This is an optimization exercise on Yosys and OpenROAD, whose aim is small area, a short achievable clock period and few clock cycles, not a production implementation. At most, simulation tests tie the RTL to the original design; equivalence was not proved. Only the layout flow was run in run 4; the RTL was not checked for function there.

===== flow/config.mk =====
export PLATFORM = sky130hd
export DESIGN_NAME = lab9
export DESIGN_NICKNAME = lab9
export VERILOG_FILES = /design/flow/design.v
export SDC_FILE = /design/flow/constraint.sdc
export NUM_CORES = 4
export LEC_CHECK = 0
export ABC_AREA = 1
export CAP_MARGIN = 20
export CORE_MARGIN = 2
export CORE_UTILIZATION = 55
export CTS_BUF_LIST = sky130_fd_sc_hd__clkbuf_4
export SETUP_SLACK_MARGIN = 2.9
export SLEW_MARGIN = 20

===== flow/constraint.sdc =====
create_clock -name core_clock -period 5.0 [get_ports {clk}]
set_input_delay 1.0000 -clock core_clock [delete_from_list [all_inputs] [get_ports {clk}]]
set_output_delay 1.0000 -clock core_clock [all_outputs]
set_load 0.01 [all_outputs]

===== flow/design.v =====
module lab9(x,y,z,clk,reset,start,done);
input [7:0]x,y;
input clk,reset;
input start;
output [7:0]z;
output reg done;
reg [7:0] a, b;
reg busy;
wire [7:0] o = a | b;
wire [7:0] lo = {|o[6:0], |o[5:0], |o[4:0], |o[3:0], |o[2:0], |o[1:0], o[0], 1'b0};
wire [7:0] m0 = ~lo;                      
wire a_odd = |(a & m0);
wire b_odd = |(b & m0);
wire d_2 = ~|((a ^ b) & ~{lo[6:0], 1'b0});
wire d_3 = ~|((a ^ b) & ~{lo[5:0], 2'b0});
wire [6:0] u = a[7:1], v = b[7:1];
wire [6:0] pr = ~(u ^ v);                 
wire [6:0] g = u & ~v;
wire [6:0] t = u | ~v;
wire [6:0] G, T;
wire g10 = g[1] | (t[1] & g[0]),  t10 = t[1] & t[0];
wire g32 = g[3] | (t[3] & g[2]),  t32 = t[3] & t[2];
wire g54 = g[5] | (t[5] & g[4]),  t54 = t[5] & t[4];
wire g20 = g[2] | (t[2] & g10),   t20 = t[2] & t10;
wire g30 = g32 | (t32 & g10),     t30 = t32 & t10;
wire g64 = g[6] | (t[6] & g54),   t64 = t[6] & t54;
assign G[0] = g[0];              assign T[0] = t[0];
assign G[1] = g10;               assign T[1] = t10;
assign G[2] = g20;               assign T[2] = t20;
assign G[3] = g30;               assign T[3] = t30;
assign G[4] = g[4] | (t[4] & g30); assign T[4] = t[4] & t30;
assign G[5] = g54 | (t54 & g30);   assign T[5] = t54 & t30;
assign G[6] = g64 | (t64 & g30);   assign T[6] = t64 & t30;
wire [6:0] c  = {G[5:0], 1'b0};           
wire [6:0] c1 = {G[5:0] | T[5:0], 1'b1};  
wire [6:0] dab = pr ^ c1;                 
wire [6:0] dba = ~(pr ^ c);               
wire a_ge = G[6] | T[6];                  
wire fin = (a == b) | ~|a;
assign z = b;
always @(posedge clk) begin
	if (reset) begin
		busy <= 1'b0;
		done <= 1'b0;
	end else begin
		done <= busy & fin & ~start;
		if (start)
			busy <= 1'b1;
		else if (fin)
			busy <= 1'b0;
	end
end
wire sh_a  = ~start & ~a_odd;             
wire swp   = ~start & a_odd & ~b_odd;     
wire sub   = ~start & a_odd & b_odd;      
wire [6:0] dd = pr ^ (a_ge ? c1 : ~c);    
wire [7:0] dsel = ({8{~d_2}} & dd) | ({8{d_2 & ~d_3}} & dd[6:1]) | ({8{d_3}} & dd[6:2]);
wire [7:0] a_nx = ({8{start}} & x) | ({8{sh_a & |(a & ~{lo[6:0], 1'b0})}} & (a >> 1)) | ({8{sh_a & ~|(a & ~{lo[6:0], 1'b0})}} & (a >> 2)) | ({8{sub}} & dsel) | ({8{swp}} & (b >> 1));
wire [7:0] b_nx = ({8{start}} & y) | ({8{(sub & ~a_ge) | swp}} & a) | ({8{sh_a | (sub & a_ge)}} & b);
always @(posedge clk) begin
	a <= a_nx;
	b <= b_nx;
end
endmodule

===== flow/flow/run.sh =====
#!/bin/bash
# The standard layout with two changes: synthesis leaves the adder logic to
# ABC (ADDER_MAP_FILE empty skips Yosys's extract_fa and the adder cell map),
# and every input and output port gets the smallest buffer.
set -euo pipefail
bash standard.sh "ADDER_MAP_FILE=" \
  "BUFFER_PORTS_ARGS=-buffer_cell sky130_fd_sc_hd__buf_1" finish > standard.log 2>&1

===== flow/standard.sh =====
#!/bin/bash
# synth_recipe.tcl (not shown) runs the flow's synth.tcl, then flattens the netlist and writes it again
# the make line also repeats each setting of config.mk as NAME=value (left out here)
make -C /OpenROAD-flow-scripts/flow DESIGN_CONFIG=/design/flow/config.mk WORK_HOME=/design/flow/orfs CLKGATE_MAP_FILE= SYNTH_SCRIPT=/design/flow/synth_recipe.tcl "${@:-finish}"

==> results of run 1 <==
[per-layer routing]
metal  vias up  global-route usage [%]  wire, um
met1       926                    39.8      2360
met2        72                    45.6      2260
met3         9                    1.68       275
met5         -                       0         0
met4         0                    10.0        78
li1       1110                       -         -
[registers in the layout, summed over array words and instances (netlist names)]
| name | cells |
|---|---|
| busy | 1 |
| done | 1 |
| b | 8 |
| a | 8 |
[worst max-delay path: stages (launching register included)]
cell	delay [ns]
dfxtp_1	0.44
nor2_2	0.09
nand2_4	0.12
inv_2	0.05
a21oi_1	0.18
o21ai_1	0.14
nor3_4	0.30
nor2_4	0.10
a21oi_4	0.26
o21bai_1	0.11
[cells by family after synthesis]
family / synth area share, %
AND/OR/NAND/NOR: 55.9
buffers and inverters: 10.1
AO/OA/AOI/OAI: 14.1
flip-flops: 19.9
[timing repair]
action,4_1_cts,5_1_grt
gates cloned,0,0
setup endpoints to repair,15,14
setup buffers,0,2
hold buffers,0,0
gates resized for setup,1,12
pin swaps,0,2
[cells in the mapped netlist (2+ instances only)]
library cell	number	area, um^2
dfxtp_1	18	360
nand3_1	54	270
nor3_1	2	10.0
nor4_1	3	18.8
clkbuf_1	2	7.51
inv_2	11	41.3
nor2_1	24	90.1
o21ai_0	13	65.1
a21oi_2	2	17.5
nand2_4	3	33.8
a21oi_1	5	25.0
o211ai_1	2	15.0
o21ai_1	8	40.0
nand2_2	4	25.0
o21bai_1	8	60.1
inv_1	34	128
nand2_1	103	387
nand3b_1	2	15.0
nor2_2	5	31.3
nand3_2	3	30.0
nor2_4	3	33.8
nand4_1	3	18.8
[metrics by stage]
stage | util, % | hold slack, ns
3_5_place_dp | 63.2 | 0.441
4_1_cts | 64.0 | 0.456
2_1_floorplan | - | 0.413
5_1_grt | 65.6 | 0.477
6_report | 65.6 | 0.450
3_3_place_gp | 63.2 | 0.426
[how the worst max path moves through the flow]
stage	end	from	slack [ns]
after CTS	a[3]$_DFF_P_	a[2]$_DFF_P_	3.01
final	b[6]$_DFF_P_	a[0]$_DFF_P_	3.08
after floorplan	a[0]$_DFF_P_	start	2.92
after detailed placement	a[0]$_DFF_P_	start	2.44
after global routing	a[3]$_DFF_P_	a[3]$_DFF_P_	2.90
after global placement	a[0]$_DFF_P_	start	2.55
[cell type report]
cell class / count / area [um^2] / share of cell area, %
multi-input combinational: 254 / 1280 / 63.1
timing repair buffer: 29 / 130 / 6.39
clock buffer: 3 / 22.5 / 1.11
tap: 44 / 55.1 / 2.70
sequential: 18 / 369 / 18.1
inverter: 46 / 175 / 8.60
==> impl_metrics.ini, run 1 <==
[setup_path]
arrival_ns = 2.11
worst_ep_required_time_ns = 5.19
reg2reg_from = a[0]$_DFF_P_
setup.worst_path.end_class = flop
critical_path_class = flop to flop
r2r_slack_ns = 3.08
r2r_cells = 9
r2r_end = b[6]$_DFF_P_
crit_fanout = 8
cp-start-kind = flop

[global_routing]
grt_overflow = 0
grt_pass1_vias = 1802
antenna_found_initial = 0
grt_start_max_net_pins = 20
track_usage_pct = 28.2
grt_pass1_wl_mm = 7.90

[clock_tree]
cts_buffers = 3
path_clk_slew_ns = 0.10
htree_num_levels = 1
cts.sinks = 18
cts_tree = done
root_buffer = clkbuf_4
clk_latency_ns = 0.30
clockBufferDepth = 2

[layout]
layout_commonest_cell = nand2_1
fill_cells = 344
layout-drive-gt1-share_pct = 14.9
area_delta_synth_final_pct = 12.3
antenna_cells = 0
final_cell_count_no_fill = 394
nets = 371
final_area_um2 = 2040
layout_common_cells = 103 x nand2_1, 54 x nand3_1, 32 x inv_1, 26 x buf_1, 24 x nor2_1

[placement]
post-place-ws_ns = 2.44
place_area_um2 = 1960
hpwl_mm = 4.07
post-place-cells = 389
io_buffer_count = 27
gp_congestion = 0.960

[timing]
setup_slack_ns = 3.08
setup_viol = 0
hold_viol = 0
rsz0062_at_grt = false
worstMarginPinSlew_ns = 0.411
slew_headroom_pct = 72.4
layout_min_cycle_time_ns = 1.92
skew_ns = 0.00126
tns_ns = 0
clock.fmax_ghz = 0.521
fin_crit_sh_pct = 38.4
finalMaxSlewViolations = 0

[route]
antenna_left = 0
via_per_inst = 5.37
dr.pass1.iters = 4
num_vias = 2117
drc_errors = 0
drt_wl_total_mm = 4.98
dr.first_iter.drc_count = 236
drt-wirelength-per-cell_um = 12.6

[yosys]
async_reset_ff_share_pct = 0
synth-edff-count = 0
synth_ff_type = dfxtp_1
netlist_instances = 320
synth_seq_cells = 18
synth-seq-area-share_pct = 19.9
ys_warn_count = 1
syn_nets = 339
synth_area_um2 = 1810
synth_cell_types = 30
synth_area_per_cell_um2 = 5.67

[status]
outcome = timing/DRC/antenna clean

[floorplan]
die_y_um = 61.4
placementRows = 20
fp.dieArea_um2 = 3770
die_w_um = 61.4
fp.coreArea_um2 = 3100
io_pins = 28
initial_utilization_pct = 58.4

[worst_hold_path]
holdPathStages = 2
min_to = done$_SDFF_PP0_
hp-class = flop to flop
hp-start = busy$_SDFFE_PP0P_

[run]
drv_cap = 0
Testbench counts, summed over its fixed seeds: cycles 23,913.
==> run 2: changes to the inputs <==
--- a/flow/config.mk
+++ b/flow/config.mk
@@ -12,3 +12,3 @@
 export CTS_BUF_LIST = sky130_fd_sc_hd__clkbuf_4
-export SETUP_SLACK_MARGIN = 2.9
+export SETUP_SLACK_MARGIN = 2.95
 export SLEW_MARGIN = 20
==> impl_metrics.ini, run 2 <==
[route]
drc_errors = 0
drt-wirelength-per-cell_um = 13.0
drt_wl_total_mm = 5.12
dr.pass1.iters = 5
num_vias = 2165
antenna_left = 0
dr.first_iter.drc_count = 165
via_per_inst = 5.48

[global_routing]
top_usage_layer = met2
grt_pass1_vias = 1805
met3_usage_pct = 3.15
grt_overflow = 0
globalRouteMet2Util_pct = 46.2
grt_start_max_net_pins = 20
track_usage_pct = 28.8
grt_pass1_wl_mm = 7.99
antenna_found_initial = 0
grtUsageMet1_pct = 41.1

[timing]
finalMaxSlewViolations = 0
fin_crit_sh_pct = 38.7
skew_ns = 0.00527
slew_headroom_pct = 71.6
tns_ns = 0
worstMarginPinSlew_ns = 0.422
rsz0062_at_grt = true
hold_viol = 0
clock.fmax_ghz = 0.516
hold_ws_ns = 0.442
layout_min_cycle_time_ns = 1.94
setup_viol = 0

[yosys]
synth_cell_types = 30
synth_top_area_share_pct = 21.3
syn_nets = 339
async_reset_ff_share_pct = 0
yosysTopAreaCell = nand2_1
yosysMostFrequentCell = nand2_1
ys_warn_count = 1
synth_area_per_cell_um2 = 5.67
synth_area_leaders = nand2_1 21%, dfxtp_1 20%, nand3_1 15%
synth_ff_type = dfxtp_1
synth_seq_cells = 18
netlist_instances = 320
synth-edff-count = 0
synth_area_um2 = 1810
ys_top_cells_by_count = 103 x nand2_1, 54 x nand3_1, 34 x inv_1, 24 x nor2_1, 18 x dfxtp_1
synth-seq-area-share_pct = 19.9

[clock_tree]
root_buffer = clkbuf_4
htree_num_levels = 1
clk_latency_ns = 0.30
path_clk_slew_ns = 0.10
cts_buffers = 3
cts_tree = done
clockBufferDepth = 2
cts.sinks = 18

[placement]
io_buffer_count = 27
hpwl_mm = 4.15
gp_congestion = 0.962

[setup_path]
reg2reg_from = a[2]$_DFF_P_
r2r_slack_ns = 3.06
worst_ep_required_time_ns = 5.24
crit_fanout = 9
cp-startpoint = a[2]$_DFF_P_
arrival_ns = 2.18
setup.worst_path.end_class = flop
cp-start-kind = flop
critical_path_class = flop to flop

[layout]
fill_cells = 324
multiInputGateArea_um2 = 1310
antenna_cells = 0
nets = 372
layout_commonest_cell = nand2_1
fin_util_pct = 66.3
area_delta_synth_final_pct = 13.5
reg.largest.list = a: 8 flops, b: 8 flops
layout_common_cells = 101 x nand2_1, 53 x nand3_1, 32 x inv_1, 26 x buf_1, 24 x nor2_1
final-seq-area_um2 = 372
layout-drive-gt1-share_pct = 16.5

[floorplan]
die_w_um = 61.4
fp.coreArea_um2 = 3100
initial_utilization_pct = 58.4
fp.dieArea_um2 = 3770
placementRows = 20
die_y_um = 61.4
io_pins = 28

[worst_hold_path]
hp-class = flop to flop
hp-start = busy$_SDFFE_PP0P_

[run]
drv_cap = 0

[status]
outcome = timing/DRC/antenna clean
[run 2: layout make-up]
class / instances / area share (%)
Clock buffer: 3 / 1.09
Timing Repair Buffer: 30 / 6.08
Sequential cell: 18 / 18.1
Inverter: 46 / 8.52
Tap cell: 44 / 2.68
Multi-Input combinational cell: 254 / 63.6
[run 2: worst paths after layout]
check / endpoint / depth (start not counted)
setup / recovery: a[3]$_DFF_P_ / 15
hold / removal: done$_SDFF_PP0_ / 2
setup reg to reg: a[3]$_DFF_P_ / 15
hold reg to reg: done$_SDFF_PP0_ / 2
[run 2: metrics by stage]
step	setup WS, ns	instances	instance area, um^2
after floorplan	3.07	320	1810
after global placement	2.57	389	1960
after detailed placement	2.45	389	1960
after CTS	2.98	392	1990
after global routing	2.92	395	2060
final	3.06	395	2060
[run 2: critical path, stage by stage, from the launching register on]
cell and delay (ns):
dfxtp_2 0.36, inv_2 0.11, nand2_1 0.11, nand2_1 0.09
nand2_1 0.10, nand2_2 0.12, nand3_2 0.10, nand2_4 0.16
nand2_8 0.11, nand2_1 0.11, nand2_1 0.07, nand2_1 0.12
nand3_1 0.09, nand3_1 0.10, nand2_1 0.06, nand2_1 0.06
[run 2: cell families after synthesis]
family / count (synthesis) / synth area share [%]
buf+inv: 48 / 10.1
flops: 18 / 19.9
simple gates: 213 / 55.9
compound gates: 41 / 14.1
[run 2: timing repair]
item	in CTS	in global routing
setup buffers	0	3
hold buffers	0	0
pin swaps	0	1
resized for setup	2	18
endpoints found under the setup margin	15	15
[run 2: layer usage]
metal	routed length [um]	up-vias
met4	44	0
met1	2290	975
met2	2410	84
met5	0	-
met3	371	5
li1	-	1101
==> run 3: changes to the inputs <==
--- a/flow/config.mk
+++ b/flow/config.mk
@@ -12,3 +12,3 @@
 export CTS_BUF_LIST = sky130_fd_sc_hd__clkbuf_4
-export SETUP_SLACK_MARGIN = 2.95
+export SETUP_SLACK_MARGIN = 2.85
 export SLEW_MARGIN = 20
==> impl_metrics.ini, run 3 <==
[route]
antenna_left = 0
wl_met3_um = 396
wl_met2_mm = 2.25
drt-wirelength-per-cell_um = 12.8
dr.first_iter.drc_count = 320
wl_met1_mm = 2.28
num_vias = 2120
drc_errors = 0
drt_wl_total_mm = 5.02
dr.max_layer_used = met4
via_per_inst = 5.41
dr.pass1.iters = 5

[setup_path]
worst_ep_required_time_ns = 5.20
crit_path_top_delay_cell = dfxtp_1
arrival_ns = 2.14
crit_chain = inv_2 -> nor2_4 -> nand2_1 -> nand2_1 -> nand2_1 -> nand3_2 -> nand2_4 -> nand2_4 -> nand2_1 -> nand2_1 -> nand2_1 -> nand3_1 -> nand3_1 -> nand2_1 -> nand2_1
slowest_delay_ns = 0.41
r2r_slack_ns = 3.06
setup.worst_path.end_class = flop
crit_fanout = 9
critical_path_class = flop to flop
cp_num_buf_inv = 1
cp-start-kind = flop
critPathTopFamily = simple AND/OR/NAND/NOR gates
cpMostUsedCell = nand2_1

[timing]
fin_crit_sh_pct = 38.8
setup_viol = 0
clock.fmax_ghz = 0.515
slew_headroom_pct = 72.6
hold_viol = 0
worstMarginPinSlew_ns = 0.407
finalMaxSlewViolations = 0
rsz0062_at_grt = false
skew_ns = 0.00302
tns_ns = 0
layout_min_cycle_time_ns = 1.94

[floorplan]
initial_utilization_pct = 58.4
die_y_um = 61.4
die_w_um = 61.4
fp.dieArea_um2 = 3770
fp.coreArea_um2 = 3100
placementRows = 20
io_pins = 28

[clock_tree]
root_buffer = clkbuf_4
cts.sinks = 18
clk_latency_ns = 0.30
path_clk_slew_ns = 0.10
cts_buffers = 3
htree_num_levels = 1
clockBufferDepth = 2
cts_resized = 1
cts_tree = done
postCtsSetupBuffers = 0
postCtsHoldBufs = 0

[yosys]
synth_top_family_by_area = simple AND/OR/NAND/NOR gates
synth_top_area_share_pct = 21.3
synth.mux.area_fraction_pct = 0
synth-simple-area-share_pct = 55.9
synth_cell_types = 30
synth_fa_ha_area_share_pct = 0
synth-xor-area-share_pct = 0
synth_ff_type = dfxtp_1
synth_area_um2 = 1810
synth-seq-area-share_pct = 19.9
yosysTopAreaCell = nand2_1
synth_area_per_cell_um2 = 5.67
synth_seq_cells = 18
yosysMostFrequentCell = nand2_1
ys_warn_count = 1
synth-edff-count = 0
netlist_instances = 320
syn_nets = 339
ys_top_cells_by_count = 103 x nand2_1, 54 x nand3_1, 34 x inv_1, 24 x nor2_1, 18 x dfxtp_1
synth_compound_area_share_pct = 14.1
async_reset_ff_share_pct = 0
synth_area_leaders = nand2_1 21%, dfxtp_1 20%, nand3_1 15%

[placement]
hpwl_mm = 4.07
post-place-cells = 389
io_buffer_count = 27
gp_congestion = 0.960

[global_routing]
grt_start_max_net_pins = 20
grt_pass1_wl_mm = 7.90
track_usage_pct = 28.2
grt_pass1_vias = 1802
grt_overflow = 0
antenna_found_initial = 0

[worst_hold_path]
hp-class = flop to flop

[layout]
layout_commonest_cell = nand2_1
antenna_cells = 0
layout-drive-gt1-share_pct = 13.8
reg.largest.list = a: 8 flops, b: 8 flops
area_delta_synth_final_pct = 10.5
nets = 369
final_cell_count_no_fill = 392
layout_common_cells = 103 x nand2_1, 54 x nand3_1, 32 x inv_1, 26 x buf_1, 24 x nor2_1

[status]
outcome = timing/DRC/antenna clean

[run]
drv_cap = 0
## run 3: cell types whose count changed in the layout (fill, tap and decap cells not counted)
cell / before / now
a21oi_2: 3 / 2
dfxtp_2: 9 / 6
nand2_1: 101 / 103
nand2_4: 2 / 3
nor2_4: 5 / 4
dfxtp_1: 9 / 12
nand3_2: 4 / 3
buf_4: 3 / 0
a21oi_1: 4 / 5
nand3_1: 53 / 54
nand2_8: 1 / 0
nand2_2: 6 / 4
nor2_2: 3 / 4
## run 3: final cells by class
type                       instances  area (um^2)
multi-input combinational        254         1280
sequential                        18          368
tap                               44         55.1
inverter                          46          175
fill                             344         1100
timing repair buffer              27          103
clock buffer                       3         22.5
## run 3: through the flow
| stage | instance area, um^2 | setup slack, ns | hold WS, ns | utilization, % |
|---|---|---|---|---|
| floorplan | 1810 | 2.92 | 0.413 | - |
| detailed placement | 1960 | 2.44 | 0.441 | 63.2 |
| finish | 2000 | 3.06 | 0.450 | 64.6 |
| global placement | 1960 | 2.55 | 0.426 | 63.2 |
| global route | 2000 | 2.86 | 0.477 | 64.6 |
| CTS | 1990 | 3.01 | 0.456 | 64.0 |
## run 3: routing by layer
metal	vias up	global-route usage (%)
li1	1101	-
met1	908	39.8
met2	98	45.6
met3	13	1.68
met4	0	10.0
met5	-	0
## run 3: final timing paths
check / startpoint / to / depth (start not counted)
min reg2reg: busy$_SDFFE_PP0P_ / done$_SDFF_PP0_ / 2
max: a[1]$_DFF_P_ / a[4]$_DFF_P_ / 15
max reg2reg: a[1]$_DFF_P_ / a[4]$_DFF_P_ / 15
min: busy$_SDFFE_PP0P_ / done$_SDFF_PP0_ / 2
## run 3: tightest hold or removal path, stage by stage, from the launching register on
cell     delay (ns)
dfxtp_1        0.32
inv_1          0.05
nor4_1         0.04
## run 3: logic make-up after synthesis
logic type,count (synthesis)
buffers and inverters,48
AOI/OAI and AO/OA,41
DFF,18
and+or+nand+nor,213
==> run 4: changes to the inputs <==
--- a/flow/design.v
+++ b/flow/design.v
@@ -57,3 +57,6 @@
 wire [7:0] dsel = ({8{~d_2}} & dd) | ({8{d_2 & ~d_3}} & dd[6:1]) | ({8{d_3}} & dd[6:2]);
-wire [7:0] a_nx = ({8{start}} & x) | ({8{sh_a & |(a & ~{lo[6:0], 1'b0})}} & (a >> 1)) | ({8{sh_a & ~|(a & ~{lo[6:0], 1'b0})}} & (a >> 2)) | ({8{sub}} & dsel) | ({8{swp}} & (b >> 1));
+wire [7:0] ev = a_odd ? b : a;
+wire ev2 = ~|(ev & ~{lo[6:0], 1'b0});
+wire [7:0] a_nx = ({8{start}} & x) | ({8{(sh_a | swp) & ~ev2}} & (ev >> 1)) | ({8{(sh_a | swp) & ev2}} & (ev >> 2))
+                | ({8{sub}} & dsel);
 wire [7:0] b_nx = ({8{start}} & y) | ({8{(sub & ~a_ge) | swp}} & a) | ({8{sh_a | (sub & a_ge)}} & b);
--- a/flow/config.mk
+++ b/flow/config.mk
@@ -12,3 +12,3 @@
 export CTS_BUF_LIST = sky130_fd_sc_hd__clkbuf_4
-export SETUP_SLACK_MARGIN = 2.85
+export SETUP_SLACK_MARGIN = 2.9
 export SLEW_MARGIN = 20
==> impl_metrics.ini, run 4 <==
[yosys]
yosysMostFrequentCell = nand2_1
netlist_instances = 332
synth_seq_cells = 18
synth_area_per_cell_um2 = 5.78
synth_area_leaders = nand2_1 22%, dfxtp_1 19%, nand3_1 13%
synth-seq-area-share_pct = 18.8
synth_cell_types = 30
synth_top_area_share_pct = 22.1
yosysTopAreaCell = nand2_1
synth_ff_type = dfxtp_1
async_reset_ff_share_pct = 0
ys_top_cells_by_count = 113 x nand2_1, 48 x nand3_1, 37 x inv_1, 23 x nand4_1, 22 x nor2_1
ys_warn_count = 1
synth_area_um2 = 1920
syn_nets = 351
synth-edff-count = 0

[clock_tree]
cts.sinks = 18
cts_buffers = 3
postCtsHoldBufs = 0
htree_num_levels = 1
path_clk_slew_ns = 0.10
root_buffer = clkbuf_4
clockBufferDepth = 2
clk_latency_ns = 0.29
cts_tree = done

[layout]
layout_common_cells = 98 x nand2_1, 42 x nand3_1, 27 x inv_1, 26 x buf_1, 23 x nand4_1
nets = 397
fill_cells = 272
reg.largest.list = a: 8 flops, b: 8 flops
layout_commonest_cell = nand2_1
fin_util_pct = 74.8
antenna_cells = 0
area_delta_synth_final_pct = 30.1
layout-drive-gt1-share_pct = 28.9

[global_routing]
grt_pass1_vias = 2016
grt_overflow = 0
antenna_found_initial = 0
grt_pass1_wl_mm = 9.11
track_usage_pct = 28.4
grt_start_max_net_pins = 22

[placement]
hpwl_mm = 4.37
gp_congestion = 0.981
io_buffer_count = 27

[worst_hold_path]
hp-start = busy$_SDFFE_PP0P_
min_to = done$_SDFF_PP0_
hp-class = flop to flop
holdPathStages = 1

[setup_path]
setup.worst_path.end_class = flop
cp-start-kind = flop
reg2reg_from = a[0]$_DFF_P_
critical_path_class = flop to flop
r2r_slack_ns = 2.93
arrival_ns = 2.24
crit_fanout = 6
r2r_end = a[3]$_DFF_P_
worst_ep_required_time_ns = 5.16
r2r_cells = 13

[timing]
skew_ns = 0.00130
layout_min_cycle_time_ns = 2.07
setup_viol = 0
finalMaxSlewViolations = 0
clock.fmax_ghz = 0.482
fin_crit_sh_pct = 41.5
hold_viol = 0
rsz0062_at_grt = true
worstMarginPinSlew_ns = 0.465
slew_headroom_pct = 68.6
tns_ns = 0

[floorplan]
placementRows = 21
die_w_um = 63.1
fp.coreArea_um2 = 3340
io_pins = 28
fp.dieArea_um2 = 3980
die_y_um = 63.1
initial_utilization_pct = 57.5

[status]
outcome = timing/DRC/antenna clean

[route]
via_per_inst = 5.70
antenna_left = 0
dr.first_iter.drc_count = 191
drc_errors = 0
drt_wl_total_mm = 6.08
num_vias = 2413
dr.pass1.iters = 5
drt-wirelength-per-cell_um = 14.4

[run]
drv_cap = 0
==> run 4: cell count changes after synthesis, moves of 8 or more <==
cell / change
nand2_1: +10
inv_2: -8
o21ai_0: -11
o21ai_1: -8
nand4_1: +20
o211ai_1: +9
==> run 4: kinds of logic after synthesis <==
family / synth area share (%)
AND/OR/NAND/NOR: 61.7
AO/OA/AOI/OAI: 10.4
flip-flops: 18.8
buffers and inverters: 9.06
==> run 4: worst max-delay path by stage <==
stage	slack, ns	to	start
after global routing	2.82	a[3]$_DFF_P_	a[0]$_DFF_P_
after global placement	2.69	a[5]$_DFF_P_	start
after CTS	2.90	a[3]$_DFF_P_	b[3]$_DFF_P_
after floorplan	3.11	a[0]$_DFF_P_	b[0]$_DFF_P_
final	2.93	a[3]$_DFF_P_	a[0]$_DFF_P_
after detailed placement	2.63	a[5]$_DFF_P_	start
==> run 4: final cells by class <==
type | count | area [um^2] | share of cell area, %
Tap cell | 46 | 57.6 | 2.31
Multi-Input combinational cell | 272 | 1620 | 65.0
Sequential cell | 18 | 394 | 15.8
Clock inverter | 1 | 3.75 | 0.150
Inverter | 40 | 163 | 6.52
Timing Repair Buffer | 43 | 233 | 9.32
Clock buffer | 3 | 22.5 | 0.902
==> run 4: stage by stage <==
stage / hold WS [ns] / cell area, um^2 / setup slack (ns) / instances
2_1_floorplan: 0.446 / 1920 / 3.11 / 332
3_3_place_gp: 0.466 / 2050 / 2.69 / 401
3_5_place_dp: 0.474 / 2050 / 2.63 / 401
4_1_cts: 0.488 / 2160 / 2.90 / 407
5_1_grt: 0.510 / 2500 / 2.82 / 423
6_report: 0.497 / 2500 / 2.93 / 423
==> run 4: worst max-delay path, cell delays in order, from the launching register on <==
cell and delay, ns:
dfxtp_2 0.43, inv_2 0.07, nand2_4 0.10, nor2_4 0.06
nand2_1 0.08, nand2_2 0.11, nor2_4 0.20, nand4_1 0.20
nand3_2 0.14, nand2_2 0.06, nor2_4 0.18, nand2_4 0.09
nand3_1 0.08, nand4_1 0.12
==> run 4: timing repair <==
item,4_1_cts,5_1_grt
endpoints found under the setup margin,15,15
cloned,0,2
pin swaps,3,19
endpoints found under the hold margin,0,0
buffers inserted,2,14
gates resized for setup,22,72
==> run 4: metal layers <==
metal,share of wire (%),track usage [%],wire (um),up-vias
met5,0,0,0,-
met4,4.1,12.2,248,0
met3,6.5,1.79,398,20
met2,46,45.7,2800,114
met1,43,39.0,2630,1066
li1,-,-,-,1213
==> run 5: changes to the inputs <==
--- a/flow/design.v
+++ b/flow/design.v
@@ -57,6 +57,3 @@
 wire [7:0] dsel = ({8{~d_2}} & dd) | ({8{d_2 & ~d_3}} & dd[6:1]) | ({8{d_3}} & dd[6:2]);
-wire [7:0] ev = a_odd ? b : a;
-wire ev2 = ~|(ev & ~{lo[6:0], 1'b0});
-wire [7:0] a_nx = ({8{start}} & x) | ({8{(sh_a | swp) & ~ev2}} & (ev >> 1)) | ({8{(sh_a | swp) & ev2}} & (ev >> 2))
-                | ({8{sub}} & dsel);
+wire [7:0] a_nx = ({8{start}} & x) | ({8{sh_a & |(a & ~{lo[6:0], 1'b0})}} & (a >> 1)) | ({8{sh_a & ~|(a & ~{lo[6:0], 1'b0})}} & (a >> 2)) | ({8{sub}} & dsel) | ({8{swp}} & (b >> 1));
 wire [7:0] b_nx = ({8{start}} & y) | ({8{(sub & ~a_ge) | swp}} & a) | ({8{sh_a | (sub & a_ge)}} & b);
==> flow/flow/run.sh (replaced) <==
#!/bin/bash
# The standard layout with three changes:
# - synthesis maps with the ABC script flow/abc_area.script (ABC_AREA is 1):
#   ORFS's area script with a dc2 pass before dch, taken from a copy of
#   ORFS's scripts folder;
# - synthesis leaves the adder logic to ABC (ADDER_MAP_FILE empty skips
#   Yosys's extract_fa and the adder cell map);
# - every input and output port gets the smallest buffer.
set -euo pipefail
rm -rf scripts
cp -r "$FLOW_HOME/scripts" scripts
cp flow/abc_area.script scripts/abc_area.script
bash standard.sh "SCRIPTS_DIR=$PWD/scripts" "ADDER_MAP_FILE=" \
  "BUFFER_PORTS_ARGS=-buffer_cell sky130_fd_sc_hd__buf_1" finish > standard.log 2>&1
==> flow/flow/abc_area.script (new file) <==
strash
dc2
dch
map -B 0.9
topo
stime -c
buffer -c
upsize -c
dnsize -c
--- a/flow/config.mk
+++ b/flow/config.mk
@@ -10,3 +10,3 @@
 export CORE_MARGIN = 2
-export CORE_UTILIZATION = 55
+export CORE_UTILIZATION = 40
 export CTS_BUF_LIST = sky130_fd_sc_hd__clkbuf_4
==> impl_metrics.ini, run 5 <==
[yosys]
ys_top_cells_by_count = 96 x nand2_1, 52 x nand3_1, 28 x inv_1, 26 x nor2_1, 18 x dfxtp_1
synth_cell_types = 33
yosysMostFrequentCell = nand2_1
synth_ff_type = dfxtp_1
synth-seq-area-share_pct = 21.4
async_reset_ff_share_pct = 0
netlist_instances = 292
yosysTopAreaCell = dfxtp_1
synth_area_per_cell_um2 = 5.77
synth_top_area_share_pct = 21.4
ys_warn_count = 1
synth_area_leaders = dfxtp_1 21%, nand2_1 21%, nand3_1 15%
synth_seq_cells = 18
synth_area_um2 = 1690
synth-edff-count = 0
syn_nets = 311

[global_routing]
grt_pass1_wl_mm = 8.34
grt_overflow = 0
grt_start_max_net_pins = 21
grt_pass1_vias = 1812
antenna_found_initial = 0
track_usage_pct = 23.1

[layout]
antenna_cells = 0
nets = 352
layout-drive-gt1-share_pct = 24.4
multiInputGateArea_um2 = 1290
reg.largest.list = a: 8 flops, b: 8 flops
fill_cells = 435
final_area_um2 = 2130
layout_common_cells = 86 x nand2_1, 49 x nand3_1, 26 x inv_1, 26 x buf_1, 17 x nor2_1
layout_commonest_cell = nand2_1
area_delta_synth_final_pct = 26.5
fin_util_pct = 52.9
final-seq-area_um2 = 389

[route]
drc_errors = 0
num_vias = 2069
via_per_inst = 5.42
drt_wl_total_mm = 5.37
dr.first_iter.drc_count = 142
antenna_left = 0
dr.pass1.iters = 5
drt-wirelength-per-cell_um = 14.1

[clock_tree]
cts_tree = done
clk_latency_ns = 0.29
cts.sinks = 18
clockBufferDepth = 2
cts_buffers = 3
path_clk_slew_ns = 0.10
htree_num_levels = 1
root_buffer = clkbuf_4

[timing]
tns_ns = 0
slew_headroom_pct = 70.9
clock.fmax_ghz = 0.488
skew_ns = 0.00122
rsz0062_at_grt = true
worstMarginPinSlew_ns = 0.437
hold_viol = 0
setup_viol = 0
layout_min_cycle_time_ns = 2.05
fin_crit_sh_pct = 40.9
finalMaxSlewViolations = 0

[setup_path]
cp-start-kind = flop
crit_fanout = 5
r2r_end = a[3]$_DFF_P_
arrival_ns = 2.28
setup.worst_path.end_class = flop
worst_ep_required_time_ns = 5.23
cp-startpoint = a[1]$_DFF_P_
r2r_slack_ns = 2.95
reg2reg_from = a[1]$_DFF_P_
endpoint = a[3]$_DFF_P_
critical_path_class = flop to flop
r2r_cells = 13

[floorplan]
fp.coreArea_um2 = 4030
placementRows = 23
fp.dieArea_um2 = 4750
die_w_um = 68.9
io_pins = 28
die_y_um = 68.9
initial_utilization_pct = 41.8

[run]
drv_cap = 0

[placement]
place_area_um2 = 1840
hpwl_mm = 4.02
gp_congestion = 0.876
io_buffer_count = 27

[status]
outcome = timing/DRC/antenna clean

[worst_hold_path]
hp-class = flop to flop
==> run 5: cell count changes after synthesis, sizes merged, moves of 3 or more <==
cell,previous run,this run
o211ai,11,2
o22ai,0,3
a21boi,3,0
inv,40,37
nand4,23,6
a21oi,11,7
and2,5,2
a211oi,0,4
o21ai,2,12
nand2,120,101
==> run 5: how the worst min path moves through the flow <==
| stage | end | cells past startpoint | startpoint | slack [ns] |
|---|---|---|---|---|
| finish | done$_SDFF_PP0_ | 1 | busy$_SDFFE_PP0P_ | 0.49 |
| global route | done$_SDFF_PP0_ | 1 | busy$_SDFFE_PP0P_ | 0.51 |
| CTS | done$_SDFF_PP0_ | 1 | busy$_SDFFE_PP0P_ | 0.49 |
| detailed placement | done$_SDFF_PP0_ | 1 | busy$_SDFFE_PP0P_ | 0.48 |
| global placement | done$_SDFF_PP0_ | 1 | busy$_SDFFE_PP0P_ | 0.47 |
| floorplan | done$_SDFF_PP0_ | 1 | busy$_SDFFE_PP0P_ | 0.45 |
==> run 5: critical path: stages (launching register included) <==
cell and delay, ns:
dfxtp_4 0.38, nor2_4 0.14, nand2_2 0.11, nor2_4 0.16, nand2_4 0.09, nor3_1 0.18
nor2_1 0.09, nand2_2 0.10, inv_2 0.06, nor2_8 0.12, inv_4 0.08, nor3b_4 0.23
nand3_1 0.14, nand3_1 0.11
==> run 5: cell families after synthesis <==
family | share of synthesized area, %
buffers and inverters | 8.91
DFF | 21.4
AOI/OAI and AO/OA | 12.6
and+or+nand+nor | 57.1
==> run 5: layout make-up <==
class | count | area share, %
clock inverters | 1 | 0.176
well taps | 50 | 2.93
clock buffers | 3 | 1.06
flip-flops and latches | 18 | 18.3
repair buffers | 38 | 10.4
inverters | 37 | 6.63
multi-input cells | 235 | 60.5
==> run 5: through the flow <==
step	std cells	setup slack [ns]	hold slack (ns)
3_5_place_dp	367	2.34	0.478
4_1_cts	373	2.90	0.493
2_1_floorplan	292	3.09	0.455
3_3_place_gp	367	2.44	0.468
6_report	382	2.95	0.488
5_1_grt	382	2.83	0.511
==> run 5: timing repair <==
| action | 4_1_cts | 5_1_grt |
|---|---|---|
| setup endpoints to repair | 15 | 15 |
| gates resized for setup | 6 | 49 |
| buffers inserted | 2 | 9 |
| pin swaps | 1 | 13 |
| hold buffers | 0 | 0 |
==> run 5: per-layer routing <==
metal	up-vias	GRT usage, %	part of all wire [%]
met2	70	37.0	45
met5	-	0	0
met4	0	5.39	1.0
met3	5	1.95	5.4
met1	943	33.4	49
li1	1051	-	-
Testbench counts of run 5, summed over its fixed seeds: cycles 23,913.

## what the ideal ports hide
Ports are ideal in the flow. The routed layouts listed here were re-timed in OpenROAD.
Step 1 assumes that a clkbuf_16 drives the clock port and a buf_2 every other input.
Step 2 moves the port delays by t, midway between the first and last clock arrival at a register: inputs arrive t later, outputs are due t later. That takes back most of the time a late clock gives input paths.
Three values: ideal ports, drivers, drivers and shift; two values: the first two.
| run | t, ns | slack for setup (ns) | latest minus earliest clock arrival (ns) | worst register clock-pin slew, ns | pins driven straight from the clock port |
|---|---|---|---|---|---|
| run 1 | 0.320 | 3.080 / 3.064 / 2.803 | 0.002 / 0.002 | 0.10 / 0.10 | 1 |
| run 2 | 0.317 | 3.063 / 3.063 / 2.797 | 0.006 / 0.005 | 0.10 / 0.10 | 1 |
| run 3 | 0.315 | 3.059 / 3.059 / 2.808 | 0.003 / 0.003 | 0.10 / 0.10 | 1 |
| run 4 | 0.315 | 2.926 / 2.926 / 2.795 | 0.002 / 0.001 | 0.10 / 0.10 | 1 |
| run 5 | 0.307 | 2.953 / 2.953 / 2.821 | 0.001 / 0.001 | 0.10 / 0.10 | 1 |
After both steps setup and hold are still met in every run listed. For run 1, which loses most, drivers alone change the setup slack by -0.016 ns; drivers and shift together by -0.277 ns.
